This is an optimization exercise on Yosys and OpenROAD, whose aim is small area, a short achievable clock period and few clock cycles, not a production implementation. Where RTL was checked, it was by simulation tests only, not by an equivalence proof against the original.

Design stack_machine, start of the top module:
module stack_machine (
    clk,
    rst,
    start,
    ready,
    x_input,
    y_output,
    skip_pixel,
    output_queue_index,
    output_queue_get,
    output_queue_length,
    output_queue_data_out,
    output_queue_ready
);
Size in the first run: ~4300 cells after synthesis, roughly 0.035 mm^2 of cells after synthesis.
make LEC_CHECK=0 CAP_MARGIN=20 CORE_MARGIN=2 CORE_UTILIZATION=40 SETUP_SLACK_MARGIN=1.5 SLEW_MARGIN=20 finish   # period 7.0 ns
run.sh (not shown) runs the stock make flow with config.mk's settings and CLKGATE_MAP_FILE= SYNTH_SCRIPT=/design/flow/synth_recipe.tcl, a recipe that flattens the netlist after the stock synthesis.
Testbench counts at the start, summed over its fixed seeds: cycles 45,597.
==> next run, changes <==
--- a/flow/design.v
+++ b/flow/design.v
@@ -576,15 +576,19 @@
 wire [19:0] d1  = {rem, S1[18]} - {1'b0, S0};
 wire        q1  = ~d1[19];
 wire [19:0] d2a = {d1[18:0], S1[17]} - {1'b0, S0};
 wire [19:0] d2b = {rem[17:0], S1[18], S1[17]} - {1'b0, S0};
 wire        q2  = q1 ? ~d2a[19] : ~d2b[19];
 wire [18:0] r2  = q1 ? (~d2a[19] ? d2a[18:0] : {d1[17:0], S1[17]}) :
                        (~d2b[19] ? d2b[18:0] : {rem[16:0], S1[18], S1[17]});
-wire [18:0] r_div = dovf ? (dsign ? VMIN : VMAX) : (dsign ? -{1'b0, S1[17:0]} : {1'b0, S1[17:0]});
+wire [19:0] da  = {aS1[18:9]} - {1'b0, aS0};
+wire        qa  = ~da[19];
+wire [18:0] ra  = qa ? da[18:0] : {9'd0, aS1[18:9]};
+wire [17:0] dq  = {S1[16:0], q1};
+wire [18:0] r_div = dovf ? (dsign ? VMIN : VMAX) : (dsign ? -{1'b0, dq} : {1'b0, dq});
 wire        [18:0] s0v = (dp == 4'd0) ? 19'd0 : S0;
 wire signed [24:0] sx  = {{6{s0v[18]}}, s0v};
 wire signed [24:0] yr  = 25'sd61440 + {17'd0, s0v[7:0]} - (sx <<< 4) - (sx <<< 2);
 wire               yskip = yr[24] | (yr >= 25'sd123136);
 reg                dzf;           
 assign y_output   = yr[16:8];
 assign skip_pixel = dzf | yskip;
@@ -608,15 +612,15 @@
 wire wb     = (u_busy & u_wb) | byps_fin;                        
 wire exo    = st_run & pend & wb & ~it_op;                       
 wire wb_pop = wb & ~exo;
 wire byps   = u_busy & ~u_wb & byp & ~psat;                      
 wire divs   = u_busy & ~u_wb & ~byp & (u_kind == U_DIV);         
 wire dz     = divs & (u_cnt == 4'd0) & (S0 == 19'd0);            
 wire wbnext = u_busy & ~u_wb &
-              ((u_kind == U_DIV) ? (u_cnt == 4'd8) : (u_cnt[0] & ~(u_kind == U_POW && pw > 11'd2)));
+              ((u_kind == U_DIV) ? (u_cnt == 4'd7) : (u_cnt[0] & ~(u_kind == U_POW && pw > 11'd2)));
 wire exr    = st_run & pend & ~u_busy;                           
 wire ex     = exr | ((state == ST_DN) & rv & ~it_op) | ((state == ST_OPX) & rv);
 wire dpfull = (dp == NS);
 wire dplow  = (dp < 4'd2);
 wire ovf    = exr & ~it_op & dpfull;                             
 wire e_push = ex & ~it_op & ~(exr & dpfull);
 wire e_und  = ex & it_op & dplow;                                
@@ -645,29 +649,29 @@
     state_n = state;
     if (dz)         state_n = ST_IDLE;
     else if (ovf)   state_n = ST_SINIT;
     else if (e_und) state_n = ST_IDLE;
 end
 wire u_busy_n = ustart | (u_busy & ~dz & ~u_wb & ~byps_fin);
 integer k;
-wire [18:0] s1b = (e_push | swp) ? S0 : up ? S[2] : exo ? res_u : o_div ? {aS1[9:0], 9'd0} : S1;
+wire [18:0] s1b = (e_push | swp) ? S0 : up ? S[2] : exo ? res_u : S1;    
 wire nxt_hi = ustart ? ((o_mul & ~s0pw) | (o_pc & s0pw)) :
               (u_busy & ~u_wb & (u_kind != U_DIV) & ~u_cnt[0] & ~(byp & psat));
 always @(posedge clk) begin
     if (e_push | exo)       S[0] <= pv;
     else if (o_add)         S[0] <= r_add;
     else if (o_sub)         S[0] <= r_sub;
     else if (o_p0)          S[0] <= 19'd256;
     else if (s0cpy)         S[0] <= S1;
     else if (o_div)         S[0] <= aS0;
     else if (wb_pop | byps) S[0] <= res_u;
     if (e_push | swp)       S[1] <= S0;
     else if (up)            S[1] <= S[2];
     else if (exo)           S[1] <= res_u;
-    else if (o_div)         S[1] <= {aS1[9:0], 9'd0};
+    else if (o_div)         S[1] <= {aS1[8:0], 9'd0, qa};
     else if (divs)          S[1] <= {S1[16:0], q1, q2};
     for (k = 2; k < NS; k = k + 1) begin
         if (e_push)         S[k] <= S[k-1];
         else if (up && k < NS - 1) S[k] <= S[k+1];
     end
     if (e_push | exo) begin
         s0sm <= ~qd[19] & (qd[18:9] == 10'd0);
@@ -678,15 +682,15 @@
     end
     xs_s1 <= ~u_busy_n & ((e_push | exo) ? (~qd[19] & (qd[18:9] != 10'd0)) : s0chg ? 1'b0 : s0pw);
     bsel <= nxt_hi ? bdec({s1b[18], s1b[18:9]}) : bdec({s1b[9:0], 1'b0});
     if (e_push)  dp <= dp + 4'd1;
     else if (up) dp <= dp - 4'd1;
     acc <= msum[28:10];
     mlo <= msum[9:0];
-    rem <= (u_busy && u_kind == U_DIV) ? r2 : {10'd0, aS1[18:10]};
+    rem <= (u_busy && u_kind == U_DIV) ? r2 : ra;
     u_busy <= u_busy_n;
     if (ustart) begin
         u_kind <= ustart_kind;
         u_cnt  <= 4'd0;
         u_wb   <= 1'b0;
         byp    <= 1'b0;
         if ((ustart_kind == U_MUL && !s0pw) || (ustart_kind == U_POW && s0pw)) begin
@@ -695,23 +699,23 @@
         end
         if (ustart_kind == U_POW) begin
             pw   <= S0[18:8];
             u_wb <= (S0[18:9] == 10'd0);
         end
         if (ustart_kind == U_DIV) begin
             dsign <= S0[18] ^ S1[18];
+            dovf  <= ({10'd0, aS1[18:10]} >= aS0);
         end
     end else if (u_busy) begin
         if (u_wb) begin
             u_wb  <= 1'b0;
             u_cnt <= 4'd0;
         end else if (u_kind == U_DIV) begin
-            if (u_cnt == 4'd0) dovf <= (rem >= S0);
             u_cnt <= dz ? 4'd0 : u_cnt + 4'd1;
-            if (u_cnt == 4'd8) u_wb <= 1'b1;
+            if (u_cnt == 4'd7) u_wb <= 1'b1;
         end else if (!u_cnt[0]) begin
             if (!byps_fin) begin
                 ml    <= msum[9:8];
                 u_cnt <= 4'd1;
             end
             byp   <= 1'b0;
         end else begin
The changed run passed the timing, DRC and antenna checks.
Via count shrinks by 0.69%.
Area after synthesis grows by 1.0%.
Cell count shrinks by 2.1%.
Routed wire length grows by 1.7%.
Core utilization grows by 1.1 points.
Flip-flop and latch count is unchanged.
Register-to-register slack got worse by 0.04 ns.
No functional check of the RTL was part of the second run of this note.

* * *

Setup of main:
stack_machine, a different RTL version from the one above (not shown whole).
Size: about 4400 cells after synthesis, roughly 340 flip-flops, ~59 I/O pins, ~37000 sq um of cells after synthesis.
clock: 7.0 ns
lec_check: 0
cap_margin: 20
core_margin: 2
core_utilization: 40
setup_slack_margin: 2.0
slew_margin: 20
Testbench counts of main, summed over its fixed seeds: cycles 52,980.
What the feature branch does differently from main at the input level:
diff --git a/flow/design.v b/flow/design.v
--- a/flow/design.v
+++ b/flow/design.v
@@ -497,78 +497,68 @@
 wire [19:0] d2  = {r1, S1[17]} - {1'b0, S0};
 wire        q2  = ~d2[19];
 wire [18:0] r2  = q2 ? d2[18:0] : {r1[17:0], S1[17]};
 wire [18:0] r_div = dovf ? (dsign ? VMIN : VMAX) : (dsign ? -{1'b0, S1[17:0]} : {1'b0, S1[17:0]});
 wire        [18:0] s0v = (dp == 4'd0) ? 19'd0 : S0;
 wire signed [24:0] sx  = {{6{s0v[18]}}, s0v};
 wire signed [24:0] yr  = 25'sd61440 + {17'd0, s0v[7:0]} - (sx <<< 4) - (sx <<< 2);
 wire               yskip = yr[24] | (yr >= 25'sd123136);
 wire [6:0] L = output_queue_length;
 localparam [3:0] MV_HOLD = 0, MV_PUSH = 1, MV_POP = 2, MV_DRAIN = 3, MV_SWAP = 4,
-                 MV_SET0 = 5, MV_COPY = 6, MV_DIVA = 7, MV_DIVS = 8, MV_XFIX = 9,
-                 MV_PP = 10;      
+                 MV_SET0 = 5, MV_COPY = 6, MV_DIVA = 7, MV_DIVS = 8, MV_XFIX = 9;
 reg  [3:0]  mv;
 reg  [18:0] res;
 reg  [3:0]  state_n;
 reg         get_n;
 reg  [6:0]  f_n;
 reg  [6:0]  f;                    
 reg         pend_n;
 reg         u_busy_n;
 reg         ex;                   
 reg         ex_done;              
-reg         exo;                  
-reg         wbnext;               
 reg         ustart;               
 reg  [1:0]  ustart_kind;
 reg         skip_set;
 reg         slow;
 reg         s0sm;                 
 wire        dz = u_busy & (u_kind == U_DIV) & ~u_wb & (u_cnt == 4'd0) & (S0 == 19'd0);
 always @(*) begin
     slow = (state != ST_RUN);
     ex   = ((state == ST_RUN) & pend & ~u_busy) |
            ((state == ST_DN) & rv & ~it_op) | ((state == ST_OPX) & rv);
     mv          = MV_HOLD;
     res         = r_add;
     ustart      = 1'b0;
     ustart_kind = U_MUL;
     ex_done     = 1'b0;
     skip_set    = 1'b0;
     state_n     = state;
-    exo    = 1'b0;
-    wbnext = u_busy & ~u_wb &
-             ((u_kind == U_DIV) ? (u_cnt == 4'd8) : (u_cnt[0] & ~(u_kind == U_POW && pw > 11'd2)));
     if (u_busy) begin
         if (u_wb) begin
             if (u_kind == U_DIV) begin
                 mv  = MV_POP;
                 res = r_div;
             end else if (u_kind == U_POW && pw[10:1] == 10'd0) begin
                 res = pw[0] ? S0 : 19'd256;
                 mv  = MV_POP;
             end else begin
                 res = r_mul;
                 mv  = (u_kind == U_POW && pw != 11'd2) ? MV_SET0 : MV_POP;
             end
         end else if (u_kind == U_DIV) begin
             mv = MV_DIVS;
             if (dz) begin
                 skip_set = 1'b1;
                 state_n  = ST_IDLE;
             end
         end
     end
-    if ((state == ST_RUN) && pend && u_busy && u_wb && mv == MV_POP && !it_op) begin
-        exo = 1'b1;
-        mv  = MV_PP;
-    end
     if (ex) begin
         if (!it_op) begin
             if (!slow && dp == NS) begin
                 state_n = ST_SINIT;
             end else begin
                 mv = MV_PUSH;
                 ex_done = 1'b1;
             end
         end else if (dp < 4'd2) begin
             state_n = ST_FIN;
@@ -620,34 +610,30 @@
             for (k = 1; k < NS - 1; k = k + 1) S[k] <= S[k+1];
         end
         MV_DRAIN: begin
             for (k = 0; k < NS - 1; k = k + 1) S[k] <= S[k+1];
         end
         MV_SWAP: begin
             S[0] <= S1;
             S[1] <= S0;
         end
         MV_SET0: S[0] <= res;
-        MV_PP: begin
-            S[0] <= pv;
-            S[1] <= res;
-        end
         MV_COPY: S[0] <= S1;
         MV_DIVA: begin
             S[0] <= aS0;
             S[1] <= {aS1[9:0], 9'd0};
         end
         MV_DIVS: S[1] <= {S1[16:0], q1, q2};
         default: ;
     endcase
     case (mv)
-        MV_PUSH, MV_PP:    s0sm <= ~qd[19] & (qd[18:9] == 10'd0);
+        MV_PUSH:           s0sm <= ~qd[19] & (qd[18:9] == 10'd0);
         MV_HOLD, MV_DIVS:  s0sm <= s0sm;
         default:           s0sm <= 1'b0;
     endcase
     case (mv)
         MV_PUSH:           dp <= dp + 4'd1;
         MV_POP, MV_DRAIN:  dp <= dp - 4'd1;
         default: ;
     endcase
     u_busy <= u_busy_n;
     if (ustart) begin
@@ -727,40 +713,39 @@
                     output_queue_index <= 6'd1;
                     output_queue_get   <= (L > 7'd1);
                 end
             end
         end
         ST_RUN: begin
             begin : run_blk
                 reg p_n;
                 reg [6:0] fn;
                 reg [6:0] cn;
-                p_n = output_queue_get | (pend & ~ex & ~exo);
+                p_n = output_queue_get | (pend & ~ex);
                 fn  = f + {6'd0, output_queue_get};
-                cn  = c + {6'd0, ex | exo};
+                cn  = c + {6'd0, ex};
                 pend <= p_n;
                 f    <= fn;
                 c    <= cn;
                 output_queue_index <= fn[5:0];
-                output_queue_get   <= (fn < L) & (~p_n | ~u_busy_n |
-                                      (~output_queue_get & pend & ~ex & ~it_op & wbnext));
+                output_queue_get   <= (fn < L) & (~p_n | ~u_busy_n);
                 if (state_n != ST_RUN) begin
                     state <= state_n;
                     output_queue_get <= 1'b0;
                     if (state_n == ST_IDLE) begin
                         rdy <= 1'b1;
                         output_queue_get   <= 1'b1;
                         output_queue_index <= 6'd0;
                         f <= 7'd0;
                     end
                 end else if ((ex_done && cn == L) ||
-                             (u_busy && !u_busy_n && cn == L)) begin
+                             (u_busy && !u_busy_n && c == L)) begin
                     state <= ST_FIN;
                     output_queue_get <= 1'b0;
                 end
             end
         end
         ST_FIN: begin
             if (dp <= 4'd1 && !xfix) begin
                 state <= ST_IDLE;
                 rdy   <= 1'b1;
                 output_queue_get   <= 1'b1;
## What came out
The feature branch reached the end of the flow, and the finished layout is clean on the timing, DRC and antenna checks. Diff main -> the feature branch: wire length the detailed router placed on met1 decreased 5.1%, cell count of the worst hold path closely matched the old numbers. Cmp the feature branch vs main: met2 routing resource usage after global routing higher in the feature branch. Between the feature branch and main, it is the feature branch whose die area is lower, by 1.5%. On the feature branch: post-detailed-routing wire length is about 1.9% lower than what main gave. Global-route wire length before repair came out lower on the feature branch than on main. From main to the feature branch the numbers moved as follows: sum of buffers and inverters on the critical path saw an increase, post-route worst setup slack saw an increase, synthesized area saw a decrease. In the metrics for main and the feature branch, the one carrying the lower via count is the feature branch. In the final reports, the cell area of the feature branch is smaller than that of main.
The RTL of the feature branch was laid out without a check of its function.

-- port drivers added, routing unchanged --
The flow's constraints put no driver on any port. The routed layouts listed below were extracted and timed again, unchanged, in two steps. Step 1 assumes that a clkbuf_16 drives the clock port and a buf_2 every other input. Step 2 times the ports against the registers' clock, not the clock port: input delays grow and output delays shrink by t, the midpoint of the rising clock arrivals with the driver on. Slacks: ideal / step 1 / step 2; pairs: ideal / step 1.
run | t (ns) | setup slack, ns | hold WS [ns] | latest minus earliest clock arrival (ns) | worst slew at a driven data input, ns
the first run of note 1 | 0.631 | 1.456 / 1.456 / 1.168 | 0.448 / 0.448 / 0.448 | 0.043 / 0.042 | 0.13
the second run of note 1 | 0.669 | 1.399 / 1.331 / 0.820 | 0.441 / 0.441 / 0.441 | 0.033 / 0.033 | 0.09
main | 0.669 | 0.828 / 0.828 / 0.828 | 0.440 / 0.440 / 0.440 | 0.025 / 0.025 | 0.04
the feature branch | 0.680 | 0.859 / 0.859 / 0.859 | 0.440 / 0.440 / 0.440 | 0.058 / 0.057 | 0.09
After both steps every run listed still meets setup and hold. For the second run of note 1, which loses most, drivers alone change the setup slack by -0.068 ns; drivers and shift together by -0.579 ns.
